From an optimization exercise on the open Yosys and OpenROAD flow, aimed at small area; shortcuts taken in it are not production practice.
RTL that was checked went through simulation tests only; none was proved equivalent to the original.

==> inputs of build 46 <==
==> flow/design.v <==
module full_adder(a, b, c, s, cout);
        input a, b, c;
        output s, cout;
        assign s = a ^ b ^ c;
        assign cout = (a & b) | (b & c) | (c & a);
endmodule
module sixteen_arithmetic(A, B, op, cin, R, cout);
        input [7:0] A;
        input [7:0] B;
        input op, cin;
        output [7:0] R;
        output cout;
        wire [8:0] C;
        assign C[0] = cin;
        assign cout = C[8];
        genvar i;
        generate
                for (i = 0; i < 8; i = i + 1) begin : g_fa
                        full_adder F(A[i], B[i] ^ op, C[i], R[i], C[i+1]);
                end
        endgenerate
endmodule
module left_shift(A, shift, R);
        input [15:0] A;
        input [3:0] shift;
        output [15:0] R;
        assign R = A << shift;
endmodule
module detector(clk, rot_a, rot_b, rot);
        input clk, rot_a, rot_b;
        output rot;
        reg rot;
        always @(posedge clk) begin
                if (rot_a & rot_b)
                        rot <= 1'b1;
                else if (~rot_a & ~rot_b)
                        rot <= 1'b0;
        end
endmodule
module rf_interface(bits, clk, rot, reset, line1, line2);
        input [3:0] bits;
        input clk, rot, reset;
        output [15:0] line1;
        output [15:0] line2;
        reg [15:0] line1;
        reg [15:0] line2;
        reg prev;
        reg par;
        reg stp1;
        reg c8;
        reg xp, dp, rg;
        reg [3:0] cnt;
        reg [2:0] cmd;
        reg [4:0] fa;
        reg [4:0] ga;
        reg [4:0] ha;
        reg [15:0] d;
        wire step = rot & ~prev;
        wire c0 = (cmd == 3'd0);
        wire c2 = (cmd == 3'd2);
        wire c3 = (cmd == 3'd3);
        wire c4 = (cmd == 3'd4);
        wire c56 = (cmd == 3'd5) | (cmd == 3'd6);
        wire c7 = (cmd == 3'd7);
        reg [3:0] ecnt;
        always @(*) begin
                case (cmd)
                        3'd0: ecnt = 4'd7;
                        3'd1: ecnt = 4'd3;
                        3'd2: ecnt = 4'd5;
                        3'd3: ecnt = 4'd9;
                        3'd4: ecnt = 4'd11;
                        3'd7: ecnt = 4'd6;
                        default: ecnt = 4'd7;
                endcase
        end
        wire idle = (cnt == 4'd0);
        wire [3:0] cnt1 = cnt + 4'd1;
        wire exec = xp;
        wire disp = dp;
        wire sw = (ga == ha);           
        wire aw = (fa == ha);           
        wire [4:0] raddr = rg ? ga : fa;
        wire rg_next = (c2 & (cnt1 == 4'd6)) | (c56 & (cnt1 >= 4'd6)) |
                       (c4 & (((cnt1 == 4'd11) & sw) | ((cnt1 == 4'd12) & ~sw)));
        wire [31:0] rsel = 32'd1 << raddr;
        wire [15:0] raw [0:31];
        wire [15:0] rraw;
        genvar k, j;
        generate
                for (j = 0; j < 16; j = j + 1) begin : g_rd
                        wire [10:0] n;
                        for (k = 0; k < 10; k = k + 1) begin : g_t
                                rd3 U(rsel[3*k], raw[3*k][j], rsel[3*k+1], raw[3*k+1][j],
                                      rsel[3*k+2], raw[3*k+2][j], n[k]);
                        end
                        rd2 V(rsel[30], raw[30][j], rsel[31], raw[31][j], n[10]);
                        assign rraw[j] = ~&n;
                end
        endgenerate
        wire [15:0] rdata = rraw ^ {16{par}};
        wire sub = ~cmd[0];
        wire [7:0] sum_lo;
        wire [7:0] sum_hi;
        wire cout_lo, cout_hi;
        wire [15:0] shl;
        sixteen_arithmetic S0(d[7:0], rdata[7:0], sub, sub, sum_lo, cout_lo);
        sixteen_arithmetic S1(d[15:8], rdata[15:8], sub, c8, sum_hi, cout_hi);
        left_shift LEFT(d, ha[3:0], shl);
        wire [15:0] res = c7 ? shl : d;
        wire ld_r = c56 ? (cnt == 4'd5) : exec;
        wire add_hi = c56 & (cnt == 4'd6);
        wire hold_d = c56 & exec;
        wire we = step & ~reset & ((exec & (c0 | c3 | c4)) | (disp & (c56 | c7)));
        wire [4:0] waddr = c0 ? fa : ((c3 | c7) ? ga : ha);
        wire [31:0] wsel = {32{we}} & (32'd1 << waddr);
        wire [15:0] wcol = res ^ {16{par}};
        genvar r, b;
        generate
                for (r = 0; r < 32; r = r + 1) begin : g_row
                        reg [15:0] q;
                        wire [15:0] nxt;
                        for (b = 0; b < 16; b = b + 1) begin : g_bit
                                rf_bit U(q[b], wsel[r], ~wsel[r], wcol[b], nxt[b]);
                        end
                        always @(posedge clk)
                                q <= nxt;
                        assign raw[r] = q;
                end
        endgenerate
        wire l1addr = ~(c2 | c4);
        wire [4:0] l1a = (c56 ? ha : (c7 ? ga : fa));
        wire l1r = c4 & sw & ~aw;
        wire l2r = c0 | c2 | (c4 & ~sw);
        always @(posedge clk) begin
                prev <= rot;
                par <= ~par;
                stp1 <= step;
                if (reset) begin
                        cnt <= 4'd0;
                        xp <= 1'b0;
                        dp <= 1'b0;
                end else if (step) begin
                        if (idle) begin
                                cmd <= bits[2:0];
                                cnt <= 4'd1;
                        end else if (disp)
                                cnt <= 4'd0;
                        else
                                cnt <= cnt1;
                        xp <= ~idle & ~disp & (cnt1 == ecnt);
                        dp <= exec;
                end
                if (step)
                        rg <= rg_next;
                if (step) begin
                        if (cnt == 4'd1) fa[3:0] <= bits;
                        if (cnt == 4'd2) fa[4] <= bits[0];
                        if (cnt == 4'd3) ga[3:0] <= bits;
                        if (cnt == 4'd4) ga[4] <= bits[0];
                        if (cnt == 4'd5) ha[3:0] <= bits;
                        if (cnt == 4'd6) ha[4] <= bits[0];
                        if (ld_r)
                                d <= rdata;
                        else if (add_hi)
                                d[15:8] <= sum_hi;
                        else if (~hold_d)
                                d <= {bits, d[15:4]};
                end else if (stp1 & c56 & (cnt == 4'd6)) begin
                        d[7:0] <= sum_lo;
                        c8 <= cout_lo;
                end
                if (step & ~reset & disp) begin
                        line1 <= l1addr ? {11'b0, l1a} : (l1r ? rdata : d);
                        line2 <= l2r ? rdata : res;
                end
        end
endmodule
module rd3(a1, b1, a2, b2, a3, b3, y);
        input a1, b1, a2, b2, a3, b3;
        output y;
        assign y = ~((a1 & b1) | (a2 & b2) | (a3 & b3));
endmodule
module rd2(a1, b1, a2, b2, y);
        input a1, b1, a2, b2;
        output y;
        assign y = ~((a1 & b1) | (a2 & b2));
endmodule
module rf_bit(q, sel, nsel, c, y);
        input q, sel, nsel, c;
        output y;
        assign y = ~((q | sel) & (nsel | c));
endmodule
module rf_top(clk, reset, rot_a, rot_b, bits, line1, line2);
        input clk, reset, rot_a, rot_b;
        input [3:0] bits;
        output [15:0] line1;
        output [15:0] line2;
        wire rot;
        detector D0(clk, rot_a, rot_b, rot);
        rf_interface I0(bits, clk, rot, reset, line1, line2);
endmodule
==> flow/run.sh <==
#!/bin/bash
# synth_recipe.tcl (not shown) runs the flow's synth.tcl, then flattens the netlist and writes it again
# the make line also repeats each setting of config.mk as NAME=value (left out here)
make -C /OpenROAD-flow-scripts/flow DESIGN_CONFIG=/design/flow/config.mk WORK_HOME=/design/flow/orfs CLKGATE_MAP_FILE= SYNTH_SCRIPT=/design/flow/synth_recipe.tcl finish
==> flow/config.mk <==
export PLATFORM = sky130hd
export DESIGN_NAME = rf_top
export DESIGN_NICKNAME = rf_top
export VERILOG_FILES = /design/flow/design.v
export SDC_FILE = /design/flow/constraint.sdc
export NUM_CORES = 4
export LEC_CHECK = 0
export CAP_MARGIN = 0
export CORE_MARGIN = 2
export CORE_UTILIZATION = 40
export CTS_CLUSTER_DIAMETER = 100
export CTS_CLUSTER_SIZE = 26
export GPL_TIMING_DRIVEN = 0
export SLEW_MARGIN = 0
export SYNTH_HIERARCHICAL = 1
==> flow/constraint.sdc <==
create_clock -name core_clock -period 7.5 [get_ports {clk}]
set_input_delay 1.5000 -clock core_clock [delete_from_list [all_inputs] [get_ports {clk}]]
set_output_delay 1.5000 -clock core_clock [all_outputs]
set_load 0.01 [all_outputs]
==> inputs of trial 40, as changes to build 46 <==
--- a/flow/design.v
+++ b/flow/design.v
@@ -20,11 +20,11 @@
                 end
         endgenerate
 endmodule
-module left_shift(A, shift, R);
+module left_shift(A, s, R);
         input [15:0] A;
-        input [3:0] shift;
+        input s;
         output [15:0] R;
-        assign R = A << shift;
+        assign R = s ? {A[7:0], 8'b0} : A;
 endmodule
 module detector(clk, rot_a, rot_b, rot);
         input clk, rot_a, rot_b;
@@ -103,12 +103,11 @@
         wire [7:0] sum_lo;
         wire [7:0] sum_hi;
         wire cout_lo, cout_hi;
-        wire [15:0] shl;
         sixteen_arithmetic S0(d[7:0], rdata[7:0], sub, sub, sum_lo, cout_lo);
         sixteen_arithmetic S1(d[15:8], rdata[15:8], sub, c8, sum_hi, cout_hi);
-        left_shift LEFT(d, ha[3:0], shl);
-        wire [15:0] res = c7 ? shl : d;
-        wire ld_r = c56 ? (cnt == 4'd5) : exec;
+        wire [15:0] res;
+        left_shift LEFT(d, c7 & ha[3], res);
+        wire ld_r = (c56 | c7) ? (cnt == 4'd5) : exec;
         wire add_hi = c56 & (cnt == 4'd6);
         wire hold_d = c56 & exec;
         wire we = step & ~reset & ((exec & (c0 | c3 | c4)) | (disp & (c56 | c7)));
@@ -164,11 +163,17 @@
                                 d <= rdata;
                         else if (add_hi)
                                 d[15:8] <= sum_hi;
-                        else if (~hold_d)
+                        else if (c7 & exec) begin
+                                if (ha[1]) d <= {d[13:0], 2'b0};
+                        end else if (~hold_d)
                                 d <= {bits, d[15:4]};
                 end else if (stp1 & c56 & (cnt == 4'd6)) begin
                         d[7:0] <= sum_lo;
                         c8 <= cout_lo;
+                end else if (stp1 & c7 & (cnt == 4'd6)) begin
+                        if (ha[0]) d <= {d[14:0], 1'b0};
+                end else if (stp1 & c7 & disp) begin
+                        if (ha[2]) d <= {d[11:0], 4'b0};
                 end
                 if (step & ~reset & disp) begin
                         line1 <= l1addr ? {11'b0, l1a} : (l1r ? rdata : d);
==> flow/flow/run.sh (new file) <==
#!/bin/bash
# The standard layout (standard.sh), with one change: the ports are
# buffered with sky130_fd_sc_hd__buf_1 instead of the default port buffer.
# make's output goes to make.log here; ORFS keeps each step's own log under
# orfs/logs/.
set -euo pipefail
cd "$(dirname "$0")/.."
bash standard.sh "BUFFER_PORTS_ARGS=-buffer_cell sky130_fd_sc_hd__buf_1" finish > make.log 2>&1
==> flow/standard.sh (new file) <==
#!/bin/bash
# synth_recipe.tcl (not shown) runs the flow's synth.tcl, then flattens the netlist and writes it again
# the make line also repeats each setting of config.mk as NAME=value (left out here)
make -C /OpenROAD-flow-scripts/flow DESIGN_CONFIG=/design/flow/config.mk WORK_HOME=/design/flow/orfs CLKGATE_MAP_FILE= SYNTH_SCRIPT=/design/flow/synth_recipe.tcl "${@:-finish}"
Settings changed: CAP_MARGIN 0 to 20, GPL_TIMING_DRIVEN 0 to not set, SLEW_MARGIN 0 to 20.
removed: flow/run.sh
==> inputs of trial 5, as changes to build 46 <==
--- a/flow/design.v
+++ b/flow/design.v
@@ -4,18 +4,16 @@
         assign s = a ^ b ^ c;
         assign cout = (a & b) | (b & c) | (c & a);
 endmodule
-module sixteen_arithmetic(A, B, op, cin, R, cout);
-        input [7:0] A;
-        input [7:0] B;
-        input op, cin;
-        output [7:0] R;
-        output cout;
-        wire [8:0] C;
-        assign C[0] = cin;
-        assign cout = C[8];
+module sixteen_arithmetic(A, B, op, R);
+        input [15:0] A;
+        input [15:0] B;
+        input op;
+        output [15:0] R;
+        wire [16:0] C;
+        assign C[0] = op;
         genvar i;
         generate
-                for (i = 0; i < 8; i = i + 1) begin : g_fa
+                for (i = 0; i < 16; i = i + 1) begin : g_fa
                         full_adder F(A[i], B[i] ^ op, C[i], R[i], C[i+1]);
                 end
         endgenerate
@@ -46,9 +44,6 @@
         reg [15:0] line2;
         reg prev;
         reg par;
-        reg stp1;
-        reg c8;
-        reg xp, dp, rg;
         reg [3:0] cnt;
         reg [2:0] cmd;
         reg [4:0] fa;
@@ -75,14 +70,12 @@
                 endcase
         end
         wire idle = (cnt == 4'd0);
-        wire [3:0] cnt1 = cnt + 4'd1;
-        wire exec = xp;
-        wire disp = dp;
+        wire exec = ~idle & (cnt == ecnt);
+        wire disp = ~idle & (cnt == ecnt + 4'd1);
         wire sw = (ga == ha);           
         wire aw = (fa == ha);           
-        wire [4:0] raddr = rg ? ga : fa;
-        wire rg_next = (c2 & (cnt1 == 4'd6)) | (c56 & (cnt1 >= 4'd6)) |
-                       (c4 & (((cnt1 == 4'd11) & sw) | ((cnt1 == 4'd12) & ~sw)));
+        wire rsel_g = disp ? (c2 | c56 | (c4 & ~sw)) : (c4 & sw);
+        wire [4:0] raddr = rsel_g ? ga : fa;
         wire [31:0] rsel = 32'd1 << raddr;
         wire [15:0] raw [0:31];
         wire [15:0] rraw;
@@ -99,18 +92,11 @@
                 end
         endgenerate
         wire [15:0] rdata = rraw ^ {16{par}};
-        wire sub = ~cmd[0];
-        wire [7:0] sum_lo;
-        wire [7:0] sum_hi;
-        wire cout_lo, cout_hi;
+        wire [15:0] sum;
         wire [15:0] shl;
-        sixteen_arithmetic S0(d[7:0], rdata[7:0], sub, sub, sum_lo, cout_lo);
-        sixteen_arithmetic S1(d[15:8], rdata[15:8], sub, c8, sum_hi, cout_hi);
+        sixteen_arithmetic S0(d, rdata, ~cmd[0], sum);
         left_shift LEFT(d, ha[3:0], shl);
-        wire [15:0] res = c7 ? shl : d;
-        wire ld_r = c56 ? (cnt == 4'd5) : exec;
-        wire add_hi = c56 & (cnt == 4'd6);
-        wire hold_d = c56 & exec;
+        wire [15:0] res = c7 ? shl : (c56 ? sum : d);
         wire we = step & ~reset & ((exec & (c0 | c3 | c4)) | (disp & (c56 | c7)));
         wire [4:0] waddr = c0 ? fa : ((c3 | c7) ? ga : ha);
         wire [31:0] wsel = {32{we}} & (32'd1 << waddr);
@@ -135,24 +121,17 @@
         always @(posedge clk) begin
                 prev <= rot;
                 par <= ~par;
-                stp1 <= step;
-                if (reset) begin
+                if (reset)
                         cnt <= 4'd0;
-                        xp <= 1'b0;
-                        dp <= 1'b0;
-                end else if (step) begin
+                else if (step) begin
                         if (idle) begin
                                 cmd <= bits[2:0];
                                 cnt <= 4'd1;
                         end else if (disp)
                                 cnt <= 4'd0;
                         else
-                                cnt <= cnt1;
-                        xp <= ~idle & ~disp & (cnt1 == ecnt);
-                        dp <= exec;
+                                cnt <= cnt + 4'd1;
                 end
-                if (step)
-                        rg <= rg_next;
                 if (step) begin
                         if (cnt == 4'd1) fa[3:0] <= bits;
                         if (cnt == 4'd2) fa[4] <= bits[0];
@@ -160,21 +139,18 @@
                         if (cnt == 4'd4) ga[4] <= bits[0];
                         if (cnt == 4'd5) ha[3:0] <= bits;
                         if (cnt == 4'd6) ha[4] <= bits[0];
-                        if (ld_r)
-                                d <= rdata;
-                        else if (add_hi)
-                                d[15:8] <= sum_hi;
-                        else if (~hold_d)
-                                d <= {bits, d[15:4]};
-                end else if (stp1 & c56 & (cnt == 4'd6)) begin
-                        d[7:0] <= sum_lo;
-                        c8 <= cout_lo;
+                        d <= exec ? rdata : {bits, d[15:4]};
                 end
                 if (step & ~reset & disp) begin
                         line1 <= l1addr ? {11'b0, l1a} : (l1r ? rdata : d);
                         line2 <= l2r ? rdata : res;
                 end
         end
+endmodule
+module rf_bit(q, sel, nsel, c, y);
+        input q, sel, nsel, c;
+        output y;
+        assign y = ~((q | sel) & (nsel | c));
 endmodule
 module rd3(a1, b1, a2, b2, a3, b3, y);
         input a1, b1, a2, b2, a3, b3;
@@ -186,11 +162,6 @@
         output y;
         assign y = ~((a1 & b1) | (a2 & b2));
 endmodule
-module rf_bit(q, sel, nsel, c, y);
-        input q, sel, nsel, c;
-        output y;
-        assign y = ~((q | sel) & (nsel | c));
-endmodule
 module rf_top(clk, reset, rot_a, rot_b, bits, line1, line2);
         input clk, reset, rot_a, rot_b;
         input [3:0] bits;
Settings changed: CAP_MARGIN 0 to 20, GPL_TIMING_DRIVEN 0 to not set, SLEW_MARGIN 0 to 20.
==> inputs of trial 84, as changes to build 46 <==
==> flow/design.v (replaced) <==
module full_adder(a, b, c, s, cout);
        input a, b, c;
        output s, cout;
        assign s = a ^ b ^ c;
        assign cout = (a & b) | (b & c) | (c & a);
endmodule
module sixteen_arithmetic(A, B, op, R);
        input [15:0] A;
        input [15:0] B;
        input op;
        output [15:0] R;
        assign R = A + (B ^ {16{op}}) + {15'b0, op};
endmodule
module left_shift(A, shift, R);
        input [15:0] A;
        input [3:0] shift;
        output [15:0] R;
        assign R = A << shift;
endmodule
module detector(clk, rot_a, rot_b, rot);
        input clk, rot_a, rot_b;
        output rot;
        reg rot;
        always @(posedge clk) begin
                if (rot_a & rot_b)
                        rot <= 1'b1;
                else if (~rot_a & ~rot_b)
                        rot <= 1'b0;
        end
endmodule
module rf_interface(bits, clk, rot, reset, line1, line2);
        input [3:0] bits;
        input clk, rot, reset;
        output [15:0] line1;
        output [15:0] line2;
        reg [15:0] line1;
        reg [15:0] line2;
        reg prev;
        reg [3:0] cnt;
        reg [2:0] cmd;
        reg [4:0] fa;
        reg [4:0] ga;
        reg [4:0] ha;
        reg [15:0] d;
        reg [15:0] mem [0:31];
        wire step = rot & ~prev;
        wire c0 = (cmd == 3'd0);
        wire c1 = (cmd == 3'd1);
        wire c2 = (cmd == 3'd2);
        wire c3 = (cmd == 3'd3);
        wire c4 = (cmd == 3'd4);
        wire c56 = (cmd == 3'd5) | (cmd == 3'd6);
        wire c7 = (cmd == 3'd7);
        reg [3:0] ecnt;
        always @(*) begin
                case (cmd)
                        3'd0: ecnt = 4'd7;
                        3'd1: ecnt = 4'd3;
                        3'd2: ecnt = 4'd5;
                        3'd3: ecnt = 4'd9;
                        3'd4: ecnt = 4'd11;
                        3'd7: ecnt = 4'd6;
                        default: ecnt = 4'd7;
                endcase
        end
        wire idle = (cnt == 4'd0);
        wire exec = ~idle & (cnt == ecnt);
        wire disp = ~idle & (cnt == ecnt + 4'd1);
        wire sw = (ga == ha);           
        wire aw = (fa == ha);           
        wire rsel_g = disp ? (c2 | c56 | (c4 & ~sw)) : (c4 & sw);
        wire [4:0] raddr = rsel_g ? ga : fa;
        wire [31:0] rsel = 32'd1 << raddr;
        reg [15:0] rdata;
        integer i;
        always @(*) begin
                rdata = 16'd0;
                for (i = 0; i < 32; i = i + 1)
                        rdata = rdata | (mem[i] & {16{rsel[i]}});
        end
        wire [15:0] sum;
        wire [15:0] shl;
        sixteen_arithmetic S0(d, rdata, ~cmd[0], sum);
        left_shift LEFT(d, ha[3:0], shl);
        wire [15:0] res = c7 ? shl : (c56 ? sum : d);
        wire we = step & ~reset & ((exec & (c0 | c3 | c4)) | (disp & (c56 | c7)));
        wire [4:0] waddr = c0 ? fa : ((c3 | c7) ? ga : ha);
        wire [31:0] wsel = {32{we}} & (32'd1 << waddr);
        wire l1addr = ~(c2 | c4);
        wire [4:0] l1a = (c56 ? ha : (c7 ? ga : fa));
        wire l1r = c4 & sw & ~aw;
        wire l2r = c0 | c2 | (c4 & ~sw);
        always @(posedge clk) begin
                prev <= rot;
                if (reset)
                        cnt <= 4'd0;
                else if (step) begin
                        if (idle) begin
                                cmd <= bits[2:0];
                                cnt <= 4'd1;
                        end else if (disp)
                                cnt <= 4'd0;
                        else
                                cnt <= cnt + 4'd1;
                end
                if (step) begin
                        if (cnt == 4'd1) fa[3:0] <= bits;
                        if (cnt == 4'd2) fa[4] <= bits[0];
                        if (cnt == 4'd3) ga[3:0] <= bits;
                        if (cnt == 4'd4) ga[4] <= bits[0];
                        if (cnt == 4'd5) ha[3:0] <= bits;
                        if (cnt == 4'd6) ha[4] <= bits[0];
                        d <= exec ? rdata : {bits, d[15:4]};
                end
                for (i = 0; i < 32; i = i + 1)
                        mem[i] <= (mem[i] & ~{16{wsel[i]}}) | (res & {16{wsel[i]}});
                if (step & ~reset & disp) begin
                        line1 <= l1addr ? {11'b0, l1a} : (l1r ? rdata : d);
                        line2 <= l2r ? rdata : res;
                end
        end
endmodule
module rf_top(clk, reset, rot_a, rot_b, bits, line1, line2);
        input clk, reset, rot_a, rot_b;
        input [3:0] bits;
        output [15:0] line1;
        output [15:0] line2;
        wire rot;
        detector D0(clk, rot_a, rot_b, rot);
        rf_interface I0(bits, clk, rot, reset, line1, line2);
endmodule
Settings changed: ABC_AREA set to 1, CAP_MARGIN 0 to 20, CTS_CLUSTER_SIZE 26 to 22, GPL_TIMING_DRIVEN 0 to not set, SLEW_MARGIN 0 to 20, SYNTH_HIERARCHICAL 1 to not set.
==> flow_metrics.env <==
export IMPL_status="finished clean"
export IMPL_critical_path_buf_inv_count=3
export IMPL_gp_congestion=0.944
export IMPL_nFillCells=4993
export IMPL_synthesis_area_mm2=0.0217
export IMPL_power_density_mw_per_mm2=218
export IMPL_tightestPinTransition_ns=1.18
export IMPL_yosysMostFrequentCell="dfxtp_1"
export IMPL_ys_types=61
export IMPL_p_comb_share_pct=6.3
export IMPL_num_tap_cells=696
export IMPL_die_area_mm2=0.0562
export IMPL_dr_total_vias=18479
export IMPL_critPathSlowestCell="nor3_1"
export IMPL_synth_area_leaders="dfxtp_1 (48%), o22ai_1 (15%), edfxtp_1 (9.4%)"
export IMPL_routed_wl_mm=69.9
export IMPL_wl_met1_mm=30.4
export IMPL_p_seq_mw=3.24
The numbers above come from trial 40.

==> flow_metrics.env <==
export IMPL_num_tap_cells=704
export IMPL_crit_arrival_ns=7.71
export IMPL_power_density_mw_per_mm2=221
export IMPL_synthesis_area_mm2=0.0222
export IMPL_nFillCells=5080
export IMPL_ys_types=73
export IMPL_routed_wl_mm=74.1
export IMPL_maxPowerGroup="sequential cells"
export IMPL_p_comb_share_pct=9.7
export IMPL_critical_path_buf_inv_count=1
export IMPL_dr_total_vias=19001
export IMPL_critPathSlowestCell="a222oi_1"
export IMPL_status="finished clean"
export IMPL_gp_congestion=0.945
export IMPL_wl_met1_mm=30.9
export IMPL_synth_area_leaders="dfxtp_1 (47%), o22ai_1 (15%), edfxtp_1 (9.2%)"
export IMPL_tightestPinTransition_ns=1.38
export IMPL_yosysMostFrequentCell="dfxtp_1"
export IMPL_nNonClkInverters=20
export IMPL_p_seq_mw=3.31
export IMPL_die_area_mm2=0.0573
The numbers above come from build 46.

==> flow_metrics.env <==
export IMPL_status="finished clean"
export IMPL_synthesis_area_mm2=0.0248
export IMPL_die_area_mm2=0.0641
export IMPL_nFillCells=5544
export IMPL_routed_wl_mm=83.5
export IMPL_synth_area_leaders="edfxtp_1 (70%), nand2_1 (7.1%), a22o_1 (2.7%)"
export IMPL_gp_congestion=0.993
export IMPL_tightestPinTransition_ns=1.13
export IMPL_p_comb_share_pct=9.2
export IMPL_ys_types=53
export IMPL_p_seq_mw=3.70
The numbers above come from trial 84.

==> flow_metrics.env <==
export IMPL_die_area_mm2=0.0610
export IMPL_finalWorstSetupSlack_ns=-2.87
export IMPL_synthesis_area_mm2=0.0236
export IMPL_wl_met1_mm=37.3
export IMPL_p_seq_mw=3.33
export IMPL_critical_path_buf_inv_count=6
export IMPL_num_tap_cells=773
export IMPL_power_density_mw_per_mm2=198
export IMPL_nFillCells=5257
export IMPL_routed_wl_mm=84.2
export IMPL_critPathSlowestCell="fa_1"
export IMPL_gp_congestion=1.01
export IMPL_violations="negative setup slack"
export IMPL_setup_viol=309
export IMPL_status="complete, but fails checks"
The numbers above come from trial 5.

Only the layout flow was run in build 46 and trial 84; the RTL was not checked for function there.

## re-timing with driven ports
How much do the figures lean on ideal ports? The routed layouts below were timed once more, with nothing changed but the port constraints. Step 1 assumes that a clkbuf_16 drives the clock port and a buf_2 every other input. Step 2 adds t to the input delays and takes it off the output delays; t is the mean of the earliest and latest rising clock arrival at the registers after step 1. Input paths then give back, and output paths get back, about the clock's delay inside the block. a / b / c = ideal ports / drivers / drivers and shift; a / b = the first two.
run	shift t [ns]	setup WS [ns]	worst hold slack (ns)	worst setup path at the end	worst slew at a driven data input, ns
build 46	0.677	0.158 / 0.158 / 0.158	0.401 / 0.401 / 0.401	register to register	0.03
trial 40	0.657	0.583 / 0.583 / 0.583	0.382 / 0.382 / 0.382	register to register	0.04
trial 5	0.682	-2.869 / -2.869 / -2.869	0.395 / 0.395 / 0.395	register to register	0.05
trial 84	0.700	0.502 / 0.502 / 0.502	0.377 / 0.377 / 0.377	register to register	0.05
